Source: an optimization exercise on an open RTL-to-GDS flow (aim: small area and a short achievable clock period). Production flows keep margins and buffers that such runs may drop.
At most, simulation tests tie the RTL to the original design; equivalence was not proved.
Power is estimated from default activity; no workload was simulated.

## alu8_top
module alu8_top(
    input            clk,
    input      [7:0] regA,
    input      [7:0] regB,
    input      [4:0] opcode,
    input      [7:0] flagsIn,
    output reg [7:0] res,
    output reg [7:0] flagsOut
);
    reg [7:0] regA_q, regB_q, flagsIn_q;
    reg [4:0] opcode_q;
    wire [7:0] res_d, flagsOut_d;
    alu8 u_alu(
        .regA(regA_q),
        .regB(regB_q),
        .opcode(opcode_q),
        .flagsIn(flagsIn_q),
        .res(res_d),
        .flagsOut(flagsOut_d)
    );
    always @(posedge clk) begin
        regA_q    <= regA;
        regB_q    <= regB;
        opcode_q  <= opcode;
        flagsIn_q <= flagsIn;
        res       <= res_d;
        flagsOut  <= flagsOut_d;
    end
endmodule
==> module alu8, before the edit <==
module alu8(
    input [7:0] regA, regB,
    input [4:0] opcode,
    input [7:0] flagsIn,
    output [7:0] res,
    output [7:0] flagsOut
);
    wire [7:0] A = regA;
    wire [7:0] B = regB;
    wire [4:0] op = opcode;
    wire cin = flagsIn[4];
    wire hin = flagsIn[5];
    wire nin = flagsIn[6];
    wire hi0 = ~op[4] & ~op[3];                         
    wire opAdd   = hi0 & ~op[2] & ~op[1];               
    wire opSub   = hi0 & ~op[2] & op[1];                
    wire opCP    = hi0 & op[2] & ~op[1] & ~op[0];       
    wire opAND   = hi0 & op[2] & ~op[1] & op[0];        
    wire opOR    = hi0 & op[2] & op[1] & ~op[0];        
    wire opXOR   = hi0 & op[2] & op[1] & op[0];         
    wire opRot   = ~op[4] & op[3];                      
    wire hi2 = op[4] & ~op[3];                          
    wire opSLA  = hi2 & (op[2:0] == 3'd0);
    wire opSRx  = hi2 & ~op[2] & (op[1] ^ op[0]);       
    wire opSWAP = hi2 & (op[2:0] == 3'd3);
    wire opBIT  = hi2 & (op[2:0] == 3'd4);
    wire opRES  = hi2 & (op[2:0] == 3'd5);
    wire opSET  = hi2 & (op[2:0] == 3'd6);
    wire opCCF  = hi2 & (op[2:0] == 3'd7);
    wire hi3 = op[4] & op[3];                           
    wire opSCF = hi3 & (op[2:0] == 3'd0);
    wire opDAA = hi3 & (op[2:0] == 3'd1);
    wire opCPL = hi3 & (op[2:0] == 3'd2);
    wire opArith = opAdd | opSub | opCP;
    wire sub     = opSub | opCP;
    wire opLeft  = (opRot & ~op[0]) | opSLA;
    wire opRight = (opRot & op[0]) | opSRx;
    wire daaLo = (~nin & A[3] & (A[2] | A[1])) | hin;
    wire [7:0] dOff = {1'b0, cin, cin, 1'b0, 1'b0, daaLo, daaLo, 1'b0} ^ {8{nin}};
    wire [7:0] bsel = 8'b1 << B[2:0];
    wire yB  = opAdd | opAND | opOR | opXOR;            
    wire yNB = sub;                                     
    wire [7:0] Y = ({8{yB}} & B) | ({8{yNB}} & ~B) | {8{opCPL}}
                 | ({8{opDAA}} & dOff) | ({8{opSET}} & bsel) | ({8{opRES}} & ~bsel);
    wire c0 = (opAdd & op[0] & cin) | (opSub & ~(op[0] & cin)) | opCP | (opDAA & nin);
    wire [7:0] g = A & Y;
    wire [7:0] t = A | Y;
    wire [7:0] p = A ^ Y;
    wire g0 = g[0] | (t[0] & c0);
    wire G10 = g[1] | (t[1] & g0);
    wire G32 = g[3] | (t[3] & g[2]), P32 = t[3] & t[2];
    wire G54 = g[5] | (t[5] & g[4]), P54 = t[5] & t[4];
    wire G76 = g[7] | (t[7] & g[6]), P76 = t[7] & t[6];
    wire G20 = g[2] | (t[2] & G10);
    wire G30 = G32 | (P32 & G10);
    wire G64 = g[6] | (t[6] & G54), P64 = t[6] & P54;
    wire G74 = G76 | (P76 & G54), P74 = P76 & P54;
    wire G40 = g[4] | (t[4] & G30);
    wire G50 = G54 | (P54 & G30);
    wire G60 = G64 | (P64 & G30);
    wire G70 = G74 | (P74 & G30);
    wire [8:0] c = {G70, G60, G50, G40, G30, G20, G10, g0, c0};
    wire [7:0] sum = p ^ c[7:0];
    wire sumZ = &(~(p ^ {t[6:0], c0}));
    wire lbit = ~op[4] & (op[2] ? A[7] : cin);
    wire rbit = op[4] ? (~op[1] & A[7]) : (op[2] ? A[0] : cin);
    wire sumEn = opAdd | opSub | opDAA;
    wire [7:0] other =
          ({8{opAND | opRES}} & g)
        | ({8{opOR | opSET}} & t)
        | ({8{opXOR | opCPL}} & p)
        | ({8{opLeft}} & {A[6:0], lbit})
        | ({8{opRight}} & {rbit, A[7:1]})
        | ({8{opSWAP}} & {A[3:0], A[7:4]});
    assign res = ({8{sumEn}} & sum) | other;
    wire bitZ = ~A[B[2:0]];
    wire otherZEn = opAND | opOR | opXOR | (opRot & ~op[1]) | opSLA | opSRx | opSWAP;
    wire fZ = (opArith & sumZ) | (otherZEn & ~|other) | ((opBIT | opDAA) & bitZ);
    wire fN = sub | opCPL | (opDAA & nin);
    wire fH = (opArith & (c[4] ^ sub)) | opAND | opCPL;
    wire fC = (opArith & (c[8] ^ sub)) | (opLeft & A[7]) | (opRight & A[0]) | (opCCF & ~cin) | opSCF | (opDAA & nin);
    assign flagsOut = {fZ, fN, fH, fC, 4'b0};
endmodule
Settings: LEC_CHECK=0, CAP_MARGIN=20, CORE_MARGIN=2, CORE_UTILIZATION=40, SETUP_SLACK_MARGIN=3.6, SLEW_MARGIN=20; clock period 6.0 ns.
standard.sh (not shown) runs the stock make flow with config.mk's settings and CLKGATE_MAP_FILE= SYNTH_SCRIPT=/design/flow/synth_recipe.tcl, a recipe that flattens the netlist after the stock synthesis.
==> flow/flow/run.sh <==
#!/bin/bash
# Own layout flow: the standard ORFS flow (standard.sh), with
#  - adder-cell extraction (ADDER_MAP_FILE) off, so ABC maps all logic,
#  - ABC run with flow/abc.script instead of ORFS's abc_speed/abc_area,
#  - port buffers of a chosen cell, and CTS without dummy loads.
# Each tool's output goes to its own log under orfs/logs; make's output
# goes to flow_make.log.
set -o pipefail
HERE=$(pwd)
source "$HERE/flow/settings.sh"
# ORFS synth.tcl with only the ABC script changed
sed "s#log_cmd abc {\*}\$abc_args#log_cmd abc -script $HERE/flow/abc.script {*}[lrange \$abc_args 2 end]#" \
    "$FLOW_HOME/scripts/synth.tcl" > "$HERE/synth_mod.tcl"
grep -q "flow/abc.script" "$HERE/synth_mod.tcl" || { echo "synth.tcl patch failed"; exit 1; }
# The standard flow's synthesis script, sourcing the patched synth.tcl
sed "s#\$::env(SCRIPTS_DIR)/synth.tcl#$HERE/synth_mod.tcl#" synth_recipe.tcl > "$HERE/my_synth.tcl"
grep -q "synth_mod.tcl" "$HERE/my_synth.tcl" || { echo "synth_recipe.tcl patch failed"; exit 1; }
bash standard.sh SYNTH_SCRIPT="$HERE/my_synth.tcl" ADDER_MAP_FILE= \
    "BUFFER_PORTS_ARGS=$BUFFER_PORTS_ARGS" "CTS_ARGS=$CTS_ARGS" $EXTRA finish > flow_make.log 2>&1
==> flow/flow/abc.script <==
strash
dch
map -B 0.9
topo
stime -c
buffer -c
upsize -c
dnsize -c
==> flow/flow/settings.sh <==
BUFFER_PORTS_ARGS="-buffer_cell sky130_fd_sc_hd__buf_1"
CTS_ARGS="-sink_clustering_enable -repair_clock_nets -dont_use_dummy_load"
EXTRA=""
Rerun with:
--- a/flow/design.v
+++ b/flow/design.v
@@ -75,26 +75,20 @@
     wire [7:0] Y = ({8{yB}} & B) | ({8{yNB}} & ~B) | {8{opCPL}}
                  | ({8{opDAA}} & dOff) | ({8{opSET}} & bsel) | ({8{opRES}} & ~bsel);
     wire c0 = (opAdd & op[0] & cin) | (opSub & ~(op[0] & cin)) | opCP | (opDAA & nin);
     wire [7:0] g = A & Y;
     wire [7:0] t = A | Y;
     wire [7:0] p = A ^ Y;
-    wire g0 = g[0] | (t[0] & c0);
-    wire G10 = g[1] | (t[1] & g0);
-    wire G32 = g[3] | (t[3] & g[2]), P32 = t[3] & t[2];
-    wire G54 = g[5] | (t[5] & g[4]), P54 = t[5] & t[4];
-    wire G76 = g[7] | (t[7] & g[6]), P76 = t[7] & t[6];
-    wire G20 = g[2] | (t[2] & G10);
-    wire G30 = G32 | (P32 & G10);
-    wire G64 = g[6] | (t[6] & G54), P64 = t[6] & P54;
-    wire G74 = G76 | (P76 & G54), P74 = P76 & P54;
-    wire G40 = g[4] | (t[4] & G30);
-    wire G50 = G54 | (P54 & G30);
-    wire G60 = G64 | (P64 & G30);
-    wire G70 = G74 | (P74 & G30);
-    wire [8:0] c = {G70, G60, G50, G40, G30, G20, G10, g0, c0};
+    wire [8:0] c;
+    assign c[0] = c0;
+    genvar i;
+    generate
+        for (i = 0; i < 8; i = i + 1) begin : carry
+            assign c[i+1] = g[i] | (t[i] & c[i]);
+        end
+    endgenerate
     wire [7:0] sum = p ^ c[7:0];
     wire sumZ = &(~(p ^ {t[6:0], c0}));
     wire lbit = ~op[4] & (op[2] ? A[7] : cin);
     wire rbit = op[4] ? (~op[1] & A[7]) : (op[2] ? A[0] : cin);
     wire sumEn = opAdd | opSub | opDAA;
     wire [7:0] other =
What happened: Global-route usage rises by 1.4 points; wire length rises by 13%; die area falls by 1.6%; synthesized cell count falls by 14%; clock power stays flat; count of clock-buffer cells in the layout is unchanged.
Function not checked in the second run of this note: the RTL went through the layout flow alone.

==> separate check: timing with driven ports <==
No port has a modelled driver above. Below, the same layouts with a new extraction and two added sets of constraints.
Step 1 (the two cells are an assumption about what drives the block):
set clk [get_ports {clk}]
set_driving_cell -lib_cell sky130_fd_sc_hd__clkbuf_16 $clk
set_driving_cell -lib_cell sky130_fd_sc_hd__buf_2 [delete_from_list [all_inputs] $clk]
Step 2, shift: input delay + t, output delay - t, t = (earliest + latest rising clock arrival at the registers) / 2. This alone moves slack from input paths to output paths.
Three values: no drivers, after step 1, after step 2; two values: the first two.
| run | shift t [ns] | setup slack, ns | worst register clock-pin slew, ns | cell pins on the clock port's net |
|---|---|---|---|---|
| the first run | 0.315 | 3.825 / 3.825 / 3.825 | 0.07 / 0.07 | 1 |
| the second run | 0.316 | 3.691 / 3.691 / 3.691 | 0.07 / 0.07 | 1 |
After both steps setup and hold are still met in every run listed.
